This is an optimization exercise on Yosys and OpenROAD, whose aim is small area, not a production implementation. In this exercise RTL edits were held to simulation tests only and were not proved equivalent to the original. No activity file was given, so power comes from the tool's default toggle rates.

==> design/flow/design.v <==
module clk_div_4 (
  input  wire       clk,
  input  wire       rst,
  output reg  [9:0] c
);
  always @(posedge clk) begin
    if (rst)
      c <= 10'd2;
    else
      c <= c + 10'd1;
  end
endmodule
module word_clk (
  input  wire        clk,
  input  wire        rst,
  input  wire        step,      
  input  wire [7:0]  p,         
  input  wire [1:0]  ph,        
  output wire [6:0]  d0,
  output wire [6:0]  d1,
  output wire [6:0]  d2
);
  reg  [15:0] w0;
  wire [15:0] w1, w2;
  always @(posedge clk) begin
    if (rst)
      w0 <= 16'd8385;                        
    else if (step)
      w0 <= (p == 8'd255) ? 16'd1 : w0 + {8'd0, p} + 16'd2;
  end
  assign w2 = w0 + 16'd32384 - {p, 8'd0};
  assign w1 = 16'd33152 + {p, 8'd0} - {w0[14:0], 1'b0};
  function [6:0] digit(input [15:0] w, input [1:0] k);
    case (k)
      2'd0:    digit = w[6:0];
      2'd1:    digit = w[13:7];
      2'd2:    digit = {5'd0, w[15:14]};
      default: digit = 7'd0;
    endcase
  endfunction
  assign d0 = digit(w0, ph);
  assign d1 = digit(w1, ph);
  assign d2 = digit(w2, ph);
endmodule
module data_adc (
  input     wire     clk,
  input     wire     mclk_rise,
  input     wire     data_in_i,
  input     wire     data_in_u,
  output    reg      mdat_i,
  output    reg      mdat_u
);
  always @(posedge clk) begin
    if (mclk_rise) begin
      mdat_i <= data_in_i;
      mdat_u <= data_in_u;
    end
  end
endmodule
module filter_sinc3 (
  input             clk,
  input             rst,
  input             fresh,                  
  input             pass,                   
  input             first,                  
  input             mdata1,                 
  input             word_rise,              
  input             valid,                  
  input      [6:0]  d0,
  input      [6:0]  d1,
  input      [6:0]  d2,
  output reg [15:0] DATA                    
);
  reg [6:0] n0, n1, n2, n3;                 
  reg [6:0] m0, m1, m2, m3;                 
  reg [6:0] o0, o1, o2, o3;                 
  reg       cn, cm, co;                     
  reg [47:0] q;
  wire [6:0] n_in = (fresh | pass) ? 7'd0 : n0;
  wire [6:0] m_in = fresh ? 7'd0 : pass ? n0 : m0;
  wire [6:0] o_in = fresh ? 7'd0 : pass ? m0 : o0;
  wire [7:0] n_sum = n_in + (mdata1 ? d0 : 7'd0) + (cn & ~first);
  wire [7:0] m_sum = m_in + (mdata1 ? d1 : 7'd0) + (cm & ~first);
  wire [7:0] o_sum = o_in + (mdata1 ? d2 : 7'd0) + (co & ~first);
  always @(posedge clk) begin
    n0 <= n1; n1 <= n2; n2 <= n3; n3 <= n_sum[6:0]; cn <= n_sum[7];
    m0 <= m1; m1 <= m2; m2 <= m3; m3 <= m_sum[6:0]; cm <= m_sum[7];
    o0 <= o1; o1 <= o2; o2 <= o3; o3 <= o_sum[6:0]; co <= o_sum[7];
  end
  wire [15:0] word = o0[3] ? 16'hFFFF : {o0[2:0], o3, o2[6:1]};
  always @(posedge clk) begin
    q[47:16] <= {q[0], q[47:17]};
    q[15:0]  <= word_rise ? word : q[16:1];
  end
  always @(posedge clk) begin
    if (rst)
      DATA <= 0;
    else if (word_rise)
      DATA <= valid ? q[16:1] : 16'd0;
  end
endmodule
module uart_tx (
  input  wire       clk,
  input  wire       rst,
  output wire       tx,
  input  wire       tx_valid,
  input  wire [7:0] tx_data
);
  reg [9:0] sr;
  reg [7:0] cnt;
  wire idle    = (sr == 10'd0);
  wire bit_end = (cnt == 8'd161);
  always @(posedge clk) begin
    if (rst) begin
      sr  <= 10'd0;
      cnt <= 8'd0;
    end else if (idle) begin
      if (tx_valid)
        sr <= {1'b0, tx_data, 1'b1};
    end else if (bit_end) begin
      sr  <= {sr[8:0], 1'b0};
      cnt <= 8'd0;
    end else begin
      cnt <= cnt + 8'd1;
    end
  end
  assign tx = idle | sr[9];
endmodule
module top #(
  parameter WIDTH = 16
  ) (
    input                 clk,               
    input                 rst,               
    input                 data_in_i,         
    input                 data_in_u,         
    output                mclkin,            
    output                word_clk,          
    output [WIDTH - 1 :0] data_i,            
    output [WIDTH - 1 :0] data_u,            
    output                data_tx            
);
  wire [9:0]  c;
  wire        mdat_i, mdat_u;
  wire [6:0]  d0, d1, d2;
  reg         fresh;
  reg  [1:0]  words;
  clk_div_4 gen_timing (.clk(clk), .rst(rst), .c(c));
  assign mclkin   = ~c[1];
  assign word_clk = c[9];
  wire mclk_rise = (c[1:0] == 2'd3);           
  wire first     = (c[1:0] == 2'd0);           
  wire word_rise = (c == 10'd511);             
  wire pass      = (c[9:2] == 8'd128);         
  wire [7:0] p   = {~c[9], c[8:2]};            
  wire valid     = (words == 2'd3);
  always @(posedge clk) begin
    if (rst)
      fresh <= 1'b1;
    else if (c[2:0] == 3'd7)
      fresh <= 1'b0;
  end
  always @(posedge clk) begin
    if (rst)
      words <= 2'd0;
    else if (word_rise && !valid)
      words <= words + 2'd1;
  end
  word_clk gen_weights (
    .clk(clk), .rst(rst), .step(mclk_rise), .p(p), .ph(c[1:0]),
    .d0(d0), .d1(d1), .d2(d2)
  );
  data_adc SIGMA_DELTA_DATA (
    .clk(clk),
    .mclk_rise(mclk_rise),
    .data_in_i(data_in_i),
    .data_in_u(data_in_u),
    .mdat_i(mdat_i),
    .mdat_u(mdat_u)
  );
  filter_sinc3 data_filter_I (
    .clk(clk), .rst(rst), .fresh(fresh), .pass(pass), .first(first), .mdata1(mdat_i),
    .word_rise(word_rise), .valid(valid), .d0(d0), .d1(d1), .d2(d2), .DATA(data_i)
  );
  filter_sinc3 data_filter_U (
    .clk(clk), .rst(rst), .fresh(fresh), .pass(pass), .first(first), .mdata1(mdat_u),
    .word_rise(word_rise), .valid(valid), .d0(d0), .d1(d1), .d2(d2), .DATA(data_u)
  );
  uart_tx send_data (
    .clk(clk),
    .rst(rst),
    .tx(data_tx),
    .tx_valid(word_clk),
    .tx_data(data_i[7:0])
  );
endmodule
==> design/flow/run.sh <==
#!/bin/bash
# synth_recipe.tcl (not shown) runs the flow's synth.tcl, then flattens the netlist and writes it again
# the make line also repeats each setting of config.mk as NAME=value (left out here)
make -C /OpenROAD-flow-scripts/flow DESIGN_CONFIG=/design/flow/config.mk WORK_HOME=/design/flow/orfs CLKGATE_MAP_FILE= SYNTH_SCRIPT=/design/flow/synth_recipe.tcl finish
==> design/flow/config.mk <==
export PLATFORM = sky130hd
export DESIGN_NAME = top
export DESIGN_NICKNAME = top
export VERILOG_FILES = /design/flow/design.v
export SDC_FILE = /design/flow/constraint.sdc
export NUM_CORES = 4
export LEC_CHECK = 0
export CAP_MARGIN = 20
export CORE_MARGIN = 2
export CORE_UTILIZATION = 40
export SLEW_MARGIN = 20
==> design/flow/constraint.sdc <==
create_clock -name core_clock -period 10.0 [get_ports {clk}]
set_input_delay 2.0000 -clock core_clock [delete_from_list [all_inputs] [get_ports {clk}]]
set_output_delay 2.0000 -clock core_clock [all_outputs]
set_load 0.01 [all_outputs]
==> run summary <==
logic make-up after synthesis:
family / after synthesis / share of synthesized area [%]
buf+inv: 122 / 3.71
xor+xnor: 72 / 4.70
simple gates: 426 / 14.9
fa+ha+maj: 114 / 11.4
compound gates: 240 / 11.9
mux: 11 / 0.913
flops: 351 / 52.5
layer usage:
layer / routed length (µm) / vias to the layer above / global-route usage (%)
li1: - / 4613 / -
met1: 14000 / 4294 / 22.8
met2: 12500 / 186 / 26.4
met3: 1270 / 67 / 2.83
met4: 912 / 0 / 6.53
met5: 0 / - / 0
layout make-up:
| class | count | area (µm²) |
|---|---|---|
| clock inverters | 21 | 333 |
| flip-flops and latches | 351 | 7050 |
| inverters | 73 | 274 |
| multi-input cells | 863 | 5890 |
| repair buffers | 47 | 448 |
| fillers | 3149 | 17700 |
| well taps | 448 | 561 |
| clock buffers | 48 | 1040 |
through the flow:
stage,cell area [µm²],hold WS [ns],instances
2_1_floorplan,13400,0.310,1336
3_3_place_gp,14200,0.310,1782
3_5_place_dp,14200,0.312,1782
4_1_cts,15600,0.315,1851
5_1_grt,15600,0.321,1851
6_report,15600,0.308,1851
power groups by stage:
stage                     Clock [W]  Sequential, W  Combinational [W]
final                       0.00148        0.00147           0.000206
after global routing        0.00158        0.00148           0.000230
after CTS                   0.00152        0.00147           0.000205
after detailed placement          0        0.00150           0.000203
after global placement            0        0.00150           0.000203
after floorplan                   0        0.00149           0.000156
state kept, by name, indices dropped and copies added, names as in the netlist, 8 cells and up:
register,count
send_data.sr,10
send_data.cnt,8
data_filter_U.q,48
gen_timing.c,10
gen_weights.w0,16
data_filter_I.DATA,16
data_filter_U.DATA,16
data_filter_I.q,48
Yosys cell counts, types with 4 or more instances:
cell	count	area, µm²
nor2b_1	20	125
a21o_1	18	135
o21a_1	7	52.6
nand2_1	86	323
nor2_1	171	642
inv_1	72	270
and2_1	25	156
nor3b_1	6	45.0
dfxtp_1	349	6990
fa_1	13	260
a211oi_1	6	45.0
or3_1	9	56.3
a21oi_1	89	445
nor3_1	42	210
ha_1	101	1260
clkbuf_1	30	113
a22o_1	32	280
xor2_1	18	158
nand3_1	20	100
a22oi_1	19	143
buf_2	8	40.0
o21bai_1	7	52.6
mux2i_1	10	100
nand4_1	4	25.0
or2_2	4	25.0
or2_1	4	25.0
o21ai_0	31	155
buf_4	6	45.0
buf_1	4	15.0
nor4_1	6	37.5
nand2b_1	7	43.8
xnor2_1	54	473
and3_1	8	50.1
worst max path at each step:
stage	cells past startpoint	slack, ns	to
2_1_floorplan	17	6.47	data_filter_I.o3[6]
3_3_place_gp	4	5.97	data_filter_U.DATA[9]
3_5_place_dp	4	5.95	data_filter_U.DATA[9]
4_1_cts	4	5.71	data_tx
5_1_grt	19	5.54	data_filter_U.o3[6]
6_report	4	5.76	data_tx
==> results.py <==
metrics = {
    "run_status": {
        "outcome": "finished clean",
    },
    "critical_path": {
        "cp_slowest_cell": "clkdlybuf4s50_1",
        "r2r_cells": 19,
        "worstPathRequired_ns": 8.00,
        "cp-start-kind": "register",
        "cp_cell_sequence": "nor4_2 > nand4_4 > or2b_2 > clkdlybuf4s50_1",
        "worstPathArrival_ns": 2.24,
        "path_max_fanout": 9,
        "r2r_slack_ns": 5.93,
        "path_buf_inv": 1,
        "max_stage_delay_ns": 0.53,
        "worstSetupPathType": "reg -> out",
        "cp_top_family": "simple AND/OR/NAND/NOR gates",
        "critPathLaunch": "send_data.sr[9]",
        "r2r_start": "gen_weights.w0[11]",
        "worstSetupEndpointType": "primary output",
        "timing.rr.end": "data_filter_U.o3[6]",
    },
    "floorplanning": {
        "fp-row-count": 67,
        "dieArea_um2": 35000,
        "num_io_pins": 39,
        "die_x_um": 187,
        "start_util_pct": 40.3,
        "core_um2": 33300,
        "dieHeight_um": 187,
    },
    "synth": {
        "synth-seq-cells": 351,
        "syn_nets": 1454,
        "netlist_area_um2": 13400,
        "yosys.cell_types.count": 70,
        "async_flop_share_pct": 0,
        "synth_edf_count": 2,
        "synth.avg_cell_area_um2": 10.0,
        "ys.flop_type": "dfxtp_1",
        "yosysWarningCount": 6,
        "ys_seq_area_share_pct": 52.5,
        "postSynthCellCount": 1336,
    },
    "sta": {
        "rsz0062_at_grt": "no",
        "clock.fmax_mhz": 236,
        "skew_ns": 0.0186,
        "setup_viol": 0,
        "maxSlewHeadroom_pct": 36.0,
        "setup_ws_ns": 5.76,
        "final-max-slew-violation-count": 0,
        "tightest_slew_ns": 0.960,
        "fin_crit_sh_pct": 42.4,
        "setup_tns_ns": 0,
        "period_minus_slack_ns": 4.24,
        "finalHoldViolCount": 0,
    },
    "clocking": {
        "cts.clk_slew.worst_paths_ns": 0.06,
        "htreeDepth": 2,
        "numCtsBuffers": 38,
        "cts_tree": "done",
        "post_cts_buffers": 0,
        "cts_resized": 0,
        "cts_root_buf": "clkbuf_16",
        "clockBufferDepth": 3,
        "clock_sinks": 351,
        "holdBufCountCts": 0,
        "clock_latency_ns": 0.53,
    },
    "route": {
        "route.detailed.drc": 0,
        "drt-vias-per-instance": 4.95,
        "wl_mm": 28.7,
        "routedWlPerCell_um": 15.5,
        "vias": 9160,
        "ant_nets": 0,
        "firstDrtPassIters": 4,
        "drt_iter0_markers": 429,
    },
    "worst_hold_path": {
        "min_from": "data_filter_I.q[39]",
        "min_path_type": "reg -> reg",
        "hold_path_depth": 0,
        "hold_path_end": "data_filter_I.q[38]",
    },
    "grt": {
        "grt_antenna_before_repair": 0,
        "grt_pass1_wl_mm": 47.3,
        "grt_overflow": 0,
        "grt_util_all_layers_pct": 16.7,
        "grt_max_degree": 36,
        "first_global_vias": 9077,
    },
    "flow_run": {
        "maxCapViolCount": 0,
    },
    "pwr": {
        "peakVddDrop_mv": 0.129,
        "power_frac_comb_pct": 6.5,
        "finalPower_w": 0.00316,
        "internal_power_w": 0.00243,
        "switchingPower_w": 0.000731,
        "power_density_nw_per_um2": 203,
        "leakagePower_nw": 6.45,
        "switching_share_pct": 23.1,
        "power.share.clock_pct": 46.9,
        "seq_power_share_pct": 46.6,
    },
    "cells_and_area": {
        "layout_commonest_cell": "dfxtp_1",
        "nNetsFinal": 1492,
        "syn_to_final_growth_pct": 16.1,
        "final_cell_mix": "dfxtp_1, nor2_1, ha_1",
        "final_util_pct": 46.8,
        "diodes": 0,
        "drive_gt1_share_pct": 6.91,
    },
    "placement": {
        "pre_cts_slack_ns": 5.95,
        "hpwl_mm": 20.2,
        "gp_congestion": 0.859,
        "portBuffers": 38,
    },
}

-- re-timing with driven ports --
In the flow no input, the clock included, has a driving cell. The finished layout below was timed again as built, in two steps.
Step 1 (the two cells are an assumption about what drives the block):
set clk [get_ports {clk}]
set_driving_cell -lib_cell sky130_fd_sc_hd__clkbuf_16 $clk
set_driving_cell -lib_cell sky130_fd_sc_hd__buf_2 [delete_from_list [all_inputs] $clk]
Step 2 adds t to the input delays and takes it off the output delays; t is the mean of the earliest and latest rising clock arrival at the registers after step 1. Input paths then give back, and output paths get back, about the clock's delay inside the block.
Slacks: ideal / step 1 / step 2; pairs: ideal / step 1.
t (ns): 0.574
setup WS [ns]: 5.759 / 5.710 / 5.932
worst hold slack (ns): 0.308 / 0.308 / 0.308
latest minus earliest clock arrival (ns): 0.020 / 0.020
worst register clock-pin slew, ns: 0.06 / 0.06
After both steps this run still meets setup and hold. The setup slack of this run moves by -0.049 ns with the drivers and by +0.173 ns with both steps.
